This is an optimization exercise on Yosys and OpenROAD, whose aim is small area and a short achievable clock period, not a production implementation. Where RTL was checked, it was by simulation tests only, not by an equivalence proof against the original. The clock input has no modelled driver; a real chip could not lean on it and would need a root buffer or a full tree. Power is estimated from default activity; no workload was simulated.

== nickel ==
==> module async_ram_sp, before the edit <==
module async_ram_sp (
	input clk, rst_n,
	input MOSI,             
	input ho_d,             
	input ho,               
	input [9:0] sr,         
	output reg [7:0] dout   
	);
function [8:0] ring_slot;    
	input [7:0] a;
	reg [4:0] r;
	reg [1:0] y;
	begin
		if (a[3:2] != 2'b11) begin
			r = {1'b0, a[7:4]};
			y = a[3:2];
		end else begin
			case (a[7:4])
			4'd0:  begin r = 5'd16; y = 2'd0; end
			4'd1:  begin r = 5'd16; y = 2'd1; end
			4'd2:  begin r = 5'd16; y = 2'd2; end
			4'd3:  begin r = 5'd17; y = 2'd0; end
			4'd4:  begin r = 5'd17; y = 2'd1; end
			4'd5:  begin r = 5'd17; y = 2'd2; end
			4'd6:  begin r = 5'd18; y = 2'd0; end
			4'd7:  begin r = 5'd18; y = 2'd1; end
			4'd8:  begin r = 5'd18; y = 2'd2; end
			4'd9:  begin r = 5'd19; y = 2'd0; end
			4'd10: begin r = 5'd19; y = 2'd1; end
			4'd11: begin r = 5'd19; y = 2'd2; end
			4'd12: begin r = 5'd20; y = 2'd0; end
			4'd13: begin r = 5'd20; y = 2'd1; end
			4'd14: begin r = 5'd20; y = 2'd2; end
			default: begin r = 5'd21; y = 2'd0; end
			endcase
		end
		ring_slot = {r, y, a[1:0]};
	end
endfunction
wire [8:0] rd_addr = ring_slot({sr[6:0], MOSI});
wire [8:0] wr_addr = ring_slot(sr[8:1]);
reg [1:0] phx, phy;
always @(posedge clk) begin
	phx <= phx + 2'd1;
	if (phx == 2'd3)
		phy <= (phy == 2'd2) ? 2'd0 : phy + 2'd1;
end
wire [1:0] nphx = phx + 2'd1;
wire [1:0] nphy = (phx != 2'd3) ? phy : (phy == 2'd2) ? 2'd0 : phy + 2'd1;
reg [4:0] r_ring, w_ring;    
reg [3:0] r_slot, w_slot;
reg pa, pw, pr;              
reg [7:0] wbus;              
reg wp;                      
reg wzd;                     
reg [7:0] pf;                
reg w_match, r_match;        
reg [5:0] rsel_hi;           
reg [3:0] rsel_lo;           
reg [21:0] land;             
reg [7:0] tq;                
reg same_ring;               
wire c00 = pa & rst_n;
wire c01 = pw & rst_n;
wire c11 = pr & rst_n;
wire [1:0] nnphx = phx + 2'd2;
wire [1:0] nnphy = (phx[1] == 1'b0) ? phy : (phy == 2'd2) ? 2'd0 : phy + 2'd1;
reg w_match_d;
always @(posedge clk)
	w_match_d <= (nnphx == w_slot[1:0]) & ((nnphy == w_slot[3:2]) | (w_ring == 5'd21) | (w_slot[3:2] == 2'b11));
wire w_land = wp & w_match;
wire w_keep = wp & ~w_match;
wire wp_d = c01 | w_keep;
always @(posedge clk) begin
	pa <= rst_n & ho & (sr[9:8] == 2'b00);
	pw <= rst_n & ho & (sr[9:8] == 2'b01);
	pr <= rst_n & ho & (sr[9:8] == 2'b11);
	w_match <= w_match_d;
	r_match <= (nphx == r_slot[1:0]) & ((nphy == r_slot[3:2]) | (r_ring == 5'd21));
	land <= (w_match_d & wp_d) ? (22'd1 << w_ring) : 22'd0;
	rsel_hi <= 6'd1 << r_ring[4:2];
	rsel_lo <= 4'd1 << r_ring[1:0];
	same_ring <= (w_ring == r_ring);
end
wire [22*8-1:0] pre;    
genvar g;
generate
	for (g = 0; g < 22; g = g + 1) begin : rg
		localparam N = (g == 21) ? 4 : 12;
		reg [8*N-1:0] s;
		wire [7:0] nxt = land[g] ? wbus : s[8*N-1 -: 8];
		always @(posedge clk)
			s <= {s[8*N-9:0], nxt};
		assign pre[8*g +: 8] = s[8*N-9 -: 8];
	end
endgenerate
reg [7:0] grp [0:5];
reg [7:0] tq_d;
integer i, j;
always @(*) begin
	for (j = 0; j < 6; j = j + 1) begin
		grp[j] = 8'd0;
		for (i = 0; i < 4; i = i + 1)
			if (4 * j + i < 22)
				grp[j] = grp[j] | (pre[8*(4*j+i) +: 8] & {8{rsel_lo[i]}});
	end
	tq_d = 8'd0;
	for (j = 0; j < 6; j = j + 1)
		tq_d = tq_d | (grp[j] & {8{rsel_hi[j]}});
end
wire [7:0] pf_d = !r_match ? pf : (w_land && same_ring) ? wbus : tq;
wire zreq = ~rst_n | wzd;
always @(posedge clk) begin
	tq <= tq_d;
	pf <= pf_d;
	if (c01)
		wbus <= sr[8:1];
	wp <= wp_d;
	wzd <= zreq & w_keep;
	if (c00) begin
		w_ring <= wr_addr[8:4];
		w_slot <= wr_addr[3:0];
	end else if (zreq && !w_keep) begin
		w_ring <= 5'd0;
		w_slot <= 4'd0;
	end
	if (~rst_n) begin
		r_ring <= 5'd0;
		r_slot <= 4'd0;
	end else if (ho_d && sr[8:7] == 2'b10) begin
		r_ring <= rd_addr[8:4];
		r_slot <= rd_addr[3:0];
	end
	if (~rst_n)
		dout <= 8'd0;
	else if (c11)
		dout <= pf_d;
end
endmodule
Settings: LEC_CHECK=0, CAP_MARGIN=20, CORE_MARGIN=2, CORE_UTILIZATION=70, PLACE_DENSITY=0.8, SETUP_SLACK_MARGIN=2.3, SLEW_MARGIN=20; clock period 4.0 ns.
standard.sh (not shown) runs the stock make flow with config.mk's settings and CLKGATE_MAP_FILE= SYNTH_SCRIPT=/design/flow/synth_recipe.tcl, a recipe that flattens the netlist after the stock synthesis.
==> flow/flow/run.sh <==
#!/bin/bash
# The standard flow's own layout (standard.sh), with one change in its clock tree synthesis step:
# flow/post_cts.tcl (which runs flow/ctree.tcl), sourced at the end of ORFS's cts.tcl
# (POST_CTS_TCL), replaces the
# clock tree with a two-level one (clock port -> 4 buf_16 buffers -> 72 leaf buffers -> flip-flops).
# standard.sh's output goes to standard.log, each tool's to ORFS's own logs under orfs/logs.
set -euo pipefail
export CTS_ARGS="-sink_clustering_enable -repair_clock_nets -sink_clustering_size 26 -sink_clustering_max_diameter 80 -dont_use_dummy_load"
export POST_CTS_TCL="$PWD/flow/post_cts.tcl"
export CTREE_LEAVES=72
export CTREE_TOP=sky130_fd_sc_hd__buf_16
export CTREE_LEAF=sky130_fd_sc_hd__clkbuf_16
bash standard.sh finish > standard.log 2>&1
Other scripts of this flow, unchanged in this note and not shown: flow/flow/ctree.tcl, flow/flow/post_cts.tcl
The following lists how violet was set up differently from nickel:
--- a/flow/design.v
+++ b/flow/design.v
@@ -51,4 +51,5 @@
 reg [3:0] r_slot, w_slot;
 reg pa, pw, pr;              
+reg [7:0] wdata;             
 reg [7:0] wbus;              
 reg wp;                      
@@ -58,5 +59,6 @@
 reg [5:0] rsel_hi;           
 reg [3:0] rsel_lo;           
-reg [21:0] land;             
+reg [5:0] land_hi;           
+reg [3:0] land_lo;           
 reg [7:0] tq;                
 reg same_ring;               
@@ -78,5 +80,6 @@
 	w_match <= w_match_d;
 	r_match <= (nphx == r_slot[1:0]) & ((nphy == r_slot[3:2]) | (r_ring == 5'd21));
-	land <= (w_match_d & wp_d) ? (22'd1 << w_ring) : 22'd0;
+	land_hi <= (w_match_d & wp_d) ? (6'd1 << w_ring[4:2]) : 6'd0;
+	land_lo <= 4'd1 << w_ring[1:0];
 	rsel_hi <= 6'd1 << r_ring[4:2];
 	rsel_lo <= 4'd1 << r_ring[1:0];
@@ -89,5 +92,5 @@
 		localparam N = (g == 21) ? 4 : 12;
 		reg [8*N-1:0] s;
-		wire [7:0] nxt = land[g] ? wbus : s[8*N-1 -: 8];
+		wire [7:0] nxt = (land_hi[g / 4] & land_lo[g % 4]) ? wbus : s[8*N-1 -: 8];
 		always @(posedge clk)
 			s <= {s[8*N-9:0], nxt};
@@ -109,5 +112,5 @@
 		tq_d = tq_d | (grp[j] & {8{rsel_hi[j]}});
 end
-wire [7:0] pf_d = !r_match ? pf : (w_land && same_ring) ? wbus : tq;
+wire [7:0] pf_d = !r_match ? pf : (w_land && same_ring) ? wdata : tq;
 wire zreq = ~rst_n | wzd;
 always @(posedge clk) begin
@@ -115,5 +118,6 @@
 	pf <= pf_d;
 	if (c01)
-		wbus <= sr[8:1];
+		wdata <= sr[8:1];
+	wbus <= c01 ? sr[8:1] : wdata;
 	wp <= wp_d;
 	wzd <= zreq & w_keep;
Notes after the runs:
Compared with nickel, flip-flop and latch count in violet decreased slightly.
[violet vs nickel] count of nets after finishing: lower in violet
The proportion of total power due to net switching on nickel is in line with that on violet.
In violet the wire length on met1 turned out 2.2% higher than in nickel.
The area of the multi-input gates of violet and that of nickel are within noise of each other.
The run showing the smaller post-layout minimum cycle time is nickel.
Where area of the core is concerned, nickel is outperformed by violet.
Relative to nickel, effective utilization at floorplan has decreased by 0.23 points in violet.
Comparing violet with nickel, the global-route track usage on met3 came out essentially unchanged.
The RTL of nickel was laid out without a check of its function. In every run of this note, the design's own scripts or RTL, not TritonCTS, make the clock network.

---

the baseline:
The RTL this note starts from:
==> flow/design.v <==
module async_ram_sp (
	input clk, rst_n,
	input rx_valid,         
	input [9:0] din,        
	output reg [7:0] dout   
	);
reg [4:0] d_ring;
reg [1:0] d_y;
always @(*) begin
	if (din[3:2] != 2'b11) begin
		d_ring = {1'b0, din[7:4]};
		d_y = din[3:2];
	end else begin
		case (din[7:4])
		4'd0:  begin d_ring = 5'd16; d_y = 2'd0; end
		4'd1:  begin d_ring = 5'd16; d_y = 2'd1; end
		4'd2:  begin d_ring = 5'd16; d_y = 2'd2; end
		4'd3:  begin d_ring = 5'd17; d_y = 2'd0; end
		4'd4:  begin d_ring = 5'd17; d_y = 2'd1; end
		4'd5:  begin d_ring = 5'd17; d_y = 2'd2; end
		4'd6:  begin d_ring = 5'd18; d_y = 2'd0; end
		4'd7:  begin d_ring = 5'd18; d_y = 2'd1; end
		4'd8:  begin d_ring = 5'd18; d_y = 2'd2; end
		4'd9:  begin d_ring = 5'd19; d_y = 2'd0; end
		4'd10: begin d_ring = 5'd19; d_y = 2'd1; end
		4'd11: begin d_ring = 5'd19; d_y = 2'd2; end
		4'd12: begin d_ring = 5'd20; d_y = 2'd0; end
		4'd13: begin d_ring = 5'd20; d_y = 2'd1; end
		4'd14: begin d_ring = 5'd20; d_y = 2'd2; end
		default: begin d_ring = 5'd21; d_y = 2'd0; end
		endcase
	end
end
wire [3:0] d_slot = {d_y, din[1:0]};
reg [1:0] phx, phy;
always @(posedge clk) begin
	phx <= phx + 2'd1;
	if (phx == 2'd3)
		phy <= (phy == 2'd2) ? 2'd0 : phy + 2'd1;
end
wire [1:0] nphx = phx + 2'd1;
wire [1:0] nphy = (phx != 2'd3) ? phy : (phy == 2'd2) ? 2'd0 : phy + 2'd1;
reg [4:0] r_ring, w_ring;    
reg [3:0] r_slot, w_slot;
reg [7:0] wdata;             
reg wp;                      
reg wzd;                     
reg [7:0] pf;                
reg w_match, r_match;        
wire go = rx_valid & rst_n;    
wire c00 = go & (din[9:8] == 2'b00);
wire c01 = go & (din[9:8] == 2'b01);
wire c10 = go & (din[9:8] == 2'b10);
wire c11 = go & (din[9:8] == 2'b11);
wire r_new = rx_valid & (din[9:8] == 2'b10);
wire [4:0] nr_ring = r_new ? d_ring : r_ring;
wire [3:0] nr_slot = r_new ? d_slot : r_slot;
reg [21:0] rsel;
always @(posedge clk)
	rsel <= 22'd1 << nr_ring;
wire w_match_d = (nphx == w_slot[1:0]) & ((nphy == w_slot[3:2]) | (w_ring == 5'd21) | (w_slot[3:2] == 2'b11));
always @(posedge clk) begin
	w_match <= w_match_d;
	r_match <= (nphx == nr_slot[1:0]) & ((nphy == nr_slot[3:2]) | (nr_ring == 5'd21));
end
wire w_land = wp & w_match;
wire w_keep = wp & ~w_match;
wire wp_d = c01 | w_keep;
reg [21:0] land;
always @(posedge clk)
	land <= (wp_d & w_match_d) ? (22'd1 << w_ring) : 22'd0;
wire [22*8-1:0] taps;
genvar g;
generate
	for (g = 0; g < 22; g = g + 1) begin : rg
		localparam N = (g == 21) ? 4 : 12;
		reg [8*N-1:0] s;
		wire [7:0] nxt = land[g] ? wdata : s[8*N-1 -: 8];
		always @(posedge clk)
			s <= {s[8*N-9:0], nxt};
		assign taps[8*g +: 8] = s[8*N-1 -: 8];
	end
endgenerate
reg [7:0] tap_r;
integer i;
always @(*) begin
	tap_r = 8'd0;
	for (i = 0; i < 22; i = i + 1)
		tap_r = tap_r | (taps[8*i +: 8] & {8{rsel[i]}});
end
wire [7:0] pf_d = !r_match ? pf : (w_land && w_ring == r_ring) ? wdata : tap_r;
wire zreq = ~rst_n | wzd;
always @(posedge clk) begin
	if (c01)
		wdata <= din[7:0];
	wp <= wp_d;
	wzd <= zreq & w_keep;
	if (c00) begin
		w_ring <= d_ring;
		w_slot <= d_slot;
	end else if (zreq && !w_keep) begin
		w_ring <= 5'd0;
		w_slot <= 4'd0;
	end
	if (~rst_n) begin
		r_ring <= 5'd0;
		r_slot <= 4'd0;
	end else if (c10) begin
		r_ring <= d_ring;
		r_slot <= d_slot;
	end
	pf <= pf_d;
	if (~rst_n)
		dout <= 8'd0;
	else if (c11)
		dout <= pf_d;
end
endmodule
module slave (
	input MOSI, SS_n, clk, rst_n,
	input [7:0] tx_data,
	output reg MISO,
	output reg hv,               
	output reg [10:0] shift_reg  
	);
localparam IDLE = 3'b000;
localparam CHK_CMD = 3'b001;
localparam READ_ADD = 3'b010;
localparam READ_DATA = 3'b011;
localparam WRITE = 3'b100;
reg [2:0] cs, ns;
reg [4:0] counter;
reg flag;
reg ho;      
reg show;    
wire in_frame = (cs == READ_ADD) || (cs == READ_DATA) || (cs == WRITE);
always @(posedge clk) begin
	if (~rst_n)
		counter <= 0;
	else if (SS_n)
		counter <= 0;
	else if (cs != IDLE)
		if (cs != READ_DATA && counter == 11)
			counter <= 0;
		else if (cs == READ_DATA && counter == 20)
			counter <= 0;
		else
			counter <= counter + 1;
	else
		counter <= 0;
end
always @(posedge clk)
	shift_reg <= {shift_reg[9:0], MOSI};
always @(posedge clk) begin
	if (~rst_n) begin
		cs <= IDLE;
		flag <= 1'b0;
	end
	else begin
		cs <= ns;
		if (cs == READ_ADD)
			flag <= 1'b1;
		else if (cs == READ_DATA)
			flag <= 1'b0;
	end
end
always @(*) begin
	ns = cs;
	case (cs)
		IDLE:      ns = SS_n ? IDLE : CHK_CMD;
		CHK_CMD:   if (SS_n) ns = IDLE;
		           else if (counter != 0) ns = shift_reg[0] ? (flag ? READ_DATA : READ_ADD) : WRITE;
		READ_ADD,
		READ_DATA,
		WRITE:     if (SS_n) ns = IDLE;
		default:   ns = IDLE;
	endcase
end
always @(posedge clk) begin
	ho <= rst_n && !SS_n && in_frame && counter == 10;
	hv <= rst_n && ho;
	show <= rst_n && !SS_n && cs == READ_DATA && counter >= 12 && counter <= 19;
end
wire [2:0] bit_idx = 3'd4 - counter[2:0];    
always @(posedge clk) begin
	if (~rst_n)
		MISO <= 1'b0;
	else
		MISO <= show && tx_data[bit_idx];
end
endmodule
module top (
    input clk, rst_n, MOSI, SS_n,
    output MISO
    );
wire [10:0] sr;      
wire hv;             
wire [7:0] tx_data;  
slave dut (
    .MOSI(MOSI),
    .SS_n(SS_n),
    .clk(clk),
    .rst_n(rst_n),
    .tx_data(tx_data),
    .MISO(MISO),
    .hv(hv),
    .shift_reg(sr)
    );
async_ram_sp my_ram (
    .clk(clk),
    .rst_n(rst_n),
    .rx_valid(hv),
    .din(sr[10:1]),
    .dout(tx_data)
    );
endmodule
==> flow/config.mk <==
export PLATFORM = sky130hd
export DESIGN_NAME = top
export DESIGN_NICKNAME = top
export VERILOG_FILES = /design/flow/design.v
export SDC_FILE = /design/flow/constraint.sdc
export NUM_CORES = 8
export LEC_CHECK = 0
export CAP_MARGIN = 20
export CORE_MARGIN = 2
export CORE_UTILIZATION = 70
export CTS_CLUSTER_DIAMETER = 100
export CTS_CLUSTER_SIZE = 30
export PLACE_DENSITY = 0.8
export SETUP_SLACK_MARGIN = 2.0
export SLEW_MARGIN = 20
==> flow/constraint.sdc <==
create_clock -name core_clock -period 4.0 [get_ports {clk}]
set_input_delay 0.8000 -clock core_clock [delete_from_list [all_inputs] [get_ports {clk}]]
set_output_delay 0.8000 -clock core_clock [all_outputs]
set_load 0.01 [all_outputs]
run.sh (not shown) runs the stock make flow with config.mk's settings and CLKGATE_MAP_FILE= SYNTH_SCRIPT=/design/flow/synth_recipe.tcl, a recipe that flattens the netlist after the stock synthesis.
Stock flow here: none of the scripts above is used.
Relative to the baseline, the following input files were edited for the candidate:
==> flow/design.v, changed modules only <==
module async_ram_sp (
	input clk, rst_n,
	input rx_valid,         
	input [9:0] din,        
	output reg [7:0] dout   
	);
reg [4:0] d_ring;
reg [1:0] d_y;
always @(*) begin
	if (din[3:2] != 2'b11) begin
		d_ring = {1'b0, din[7:4]};
		d_y = din[3:2];
	end else begin
		case (din[7:4])
		4'd0:  begin d_ring = 5'd16; d_y = 2'd0; end
		4'd1:  begin d_ring = 5'd16; d_y = 2'd1; end
		4'd2:  begin d_ring = 5'd16; d_y = 2'd2; end
		4'd3:  begin d_ring = 5'd17; d_y = 2'd0; end
		4'd4:  begin d_ring = 5'd17; d_y = 2'd1; end
		4'd5:  begin d_ring = 5'd17; d_y = 2'd2; end
		4'd6:  begin d_ring = 5'd18; d_y = 2'd0; end
		4'd7:  begin d_ring = 5'd18; d_y = 2'd1; end
		4'd8:  begin d_ring = 5'd18; d_y = 2'd2; end
		4'd9:  begin d_ring = 5'd19; d_y = 2'd0; end
		4'd10: begin d_ring = 5'd19; d_y = 2'd1; end
		4'd11: begin d_ring = 5'd19; d_y = 2'd2; end
		4'd12: begin d_ring = 5'd20; d_y = 2'd0; end
		4'd13: begin d_ring = 5'd20; d_y = 2'd1; end
		4'd14: begin d_ring = 5'd20; d_y = 2'd2; end
		default: begin d_ring = 5'd21; d_y = 2'd0; end
		endcase
	end
end
wire [3:0] d_slot = {d_y, din[1:0]};
reg [1:0] phx, phy;
always @(posedge clk) begin
	phx <= phx + 2'd1;
	if (phx == 2'd3)
		phy <= (phy == 2'd2) ? 2'd0 : phy + 2'd1;
end
wire [1:0] nphx = phx + 2'd1;
wire [1:0] nphy = (phx != 2'd3) ? phy : (phy == 2'd2) ? 2'd0 : phy + 2'd1;
reg [4:0] r_ring, w_ring;    
reg [3:0] r_slot, w_slot;
reg [7:0] wdata;             
reg wp;                      
reg wzd;                     
reg [7:0] pf;                
reg w_match, r_match;        
wire go = rx_valid & rst_n;    
wire c00 = go & (din[9:8] == 2'b00);
wire c01 = go & (din[9:8] == 2'b01);
wire c10 = go & (din[9:8] == 2'b10);
wire c11 = go & (din[9:8] == 2'b11);
wire r_new = rx_valid & (din[9:8] == 2'b10);
wire [4:0] nr_ring = r_new ? d_ring : r_ring;
wire [3:0] nr_slot = r_new ? d_slot : r_slot;
reg [21:0] rsel;
always @(posedge clk)
	rsel <= 22'd1 << nr_ring;
always @(posedge clk) begin
	w_match <= (nphx == w_slot[1:0]) & ((nphy == w_slot[3:2]) | (w_ring == 5'd21) | (w_slot[3:2] == 2'b11));
	r_match <= (nphx == nr_slot[1:0]) & ((nphy == nr_slot[3:2]) | (nr_ring == 5'd21));
end
wire w_land = wp & w_match;
wire w_keep = wp & ~w_match;
wire [22*8-1:0] taps;
genvar g;
generate
	for (g = 0; g < 22; g = g + 1) begin : rg
		localparam N = (g == 21) ? 4 : 12;
		reg [8*N-1:0] s;
		wire [7:0] nxt = (w_land && w_ring == g) ? wdata : s[8*N-1 -: 8];
		always @(posedge clk)
			s <= {s[8*N-9:0], nxt};
		assign taps[8*g +: 8] = s[8*N-1 -: 8];
	end
endgenerate
reg [7:0] tap_r;
integer i;
always @(*) begin
	tap_r = 8'd0;
	for (i = 0; i < 22; i = i + 1)
		tap_r = tap_r | (taps[8*i +: 8] & {8{rsel[i]}});
end
wire [7:0] pf_d = !r_match ? pf : (w_land && w_ring == r_ring) ? wdata : tap_r;
wire zreq = ~rst_n | wzd;
always @(posedge clk) begin
	if (c01)
		wdata <= din[7:0];
	wp <= c01 | w_keep;
	wzd <= zreq & w_keep;
	if (c00) begin
		w_ring <= d_ring;
		w_slot <= d_slot;
	end else if (zreq && !w_keep) begin
		w_ring <= 5'd0;
		w_slot <= 4'd0;
	end
	if (~rst_n) begin
		r_ring <= 5'd0;
		r_slot <= 4'd0;
	end else if (c10) begin
		r_ring <= d_ring;
		r_slot <= d_slot;
	end
	pf <= pf_d;
	if (~rst_n)
		dout <= 8'd0;
	else if (c11)
		dout <= pf_d;
end
endmodule
Results
The candidate against the baseline: fraction of area in multi-input gates down 0.20 points, cell-internal power down about 1%. Est. power | the candidate vs the baseline | the candidate lower. From the baseline to the candidate the numbers moved as follows: met2 routing resource usage after global routing has decreased; post-synthesis adder-cell area fraction flat; count of clock tree sinks moved down.
No run of this note included a check of the RTL's function; only the layout flow was run.

afterwards: timing with drivers on the ports:
In the flow no input, the clock included, has a driving cell. The finished layouts below were timed again as built, in two steps.
Step 1: set_driving_cell puts a clkbuf_16 on clk and a buf_2 on each other input, an assumption about the parent block.
Step 2 moves the port delays by t, midway between the first and last clock arrival at a register: inputs arrive t later, outputs are due t later. That takes back most of the time a late clock gives input paths.
a / b / c = no drivers / after step 1 / after step 2; a / b = the first two.
| run | t, ns | slack for setup (ns) | hold slack, ns | worst setup path at the end | worst register clock-pin slew, ns |
|---|---|---|---|---|---|
| nickel | 0.621 | 2.289 / 2.141 / 1.953 | 0.323 / 0.312 / 0.323 | input to register | 0.11 / 0.11 |
| violet | 0.621 | 2.278 / 2.134 / 2.036 | 0.327 / 0.305 / 0.327 | input to register | 0.11 / 0.11 |
| the baseline | 0.732 | 1.873 / 1.873 / 1.650 | 0.313 / 0.313 / 0.313 | input to register | 0.11 / 0.11 |
| the candidate | 0.732 | 1.897 / 1.897 / 1.450 | 0.323 / 0.323 / 0.323 | input to register | 0.12 / 0.12 |
After both steps every run listed still meets setup and hold. For the candidate, which loses most, drivers alone change the setup slack by 0.000 ns; drivers and shift together by -0.447 ns.
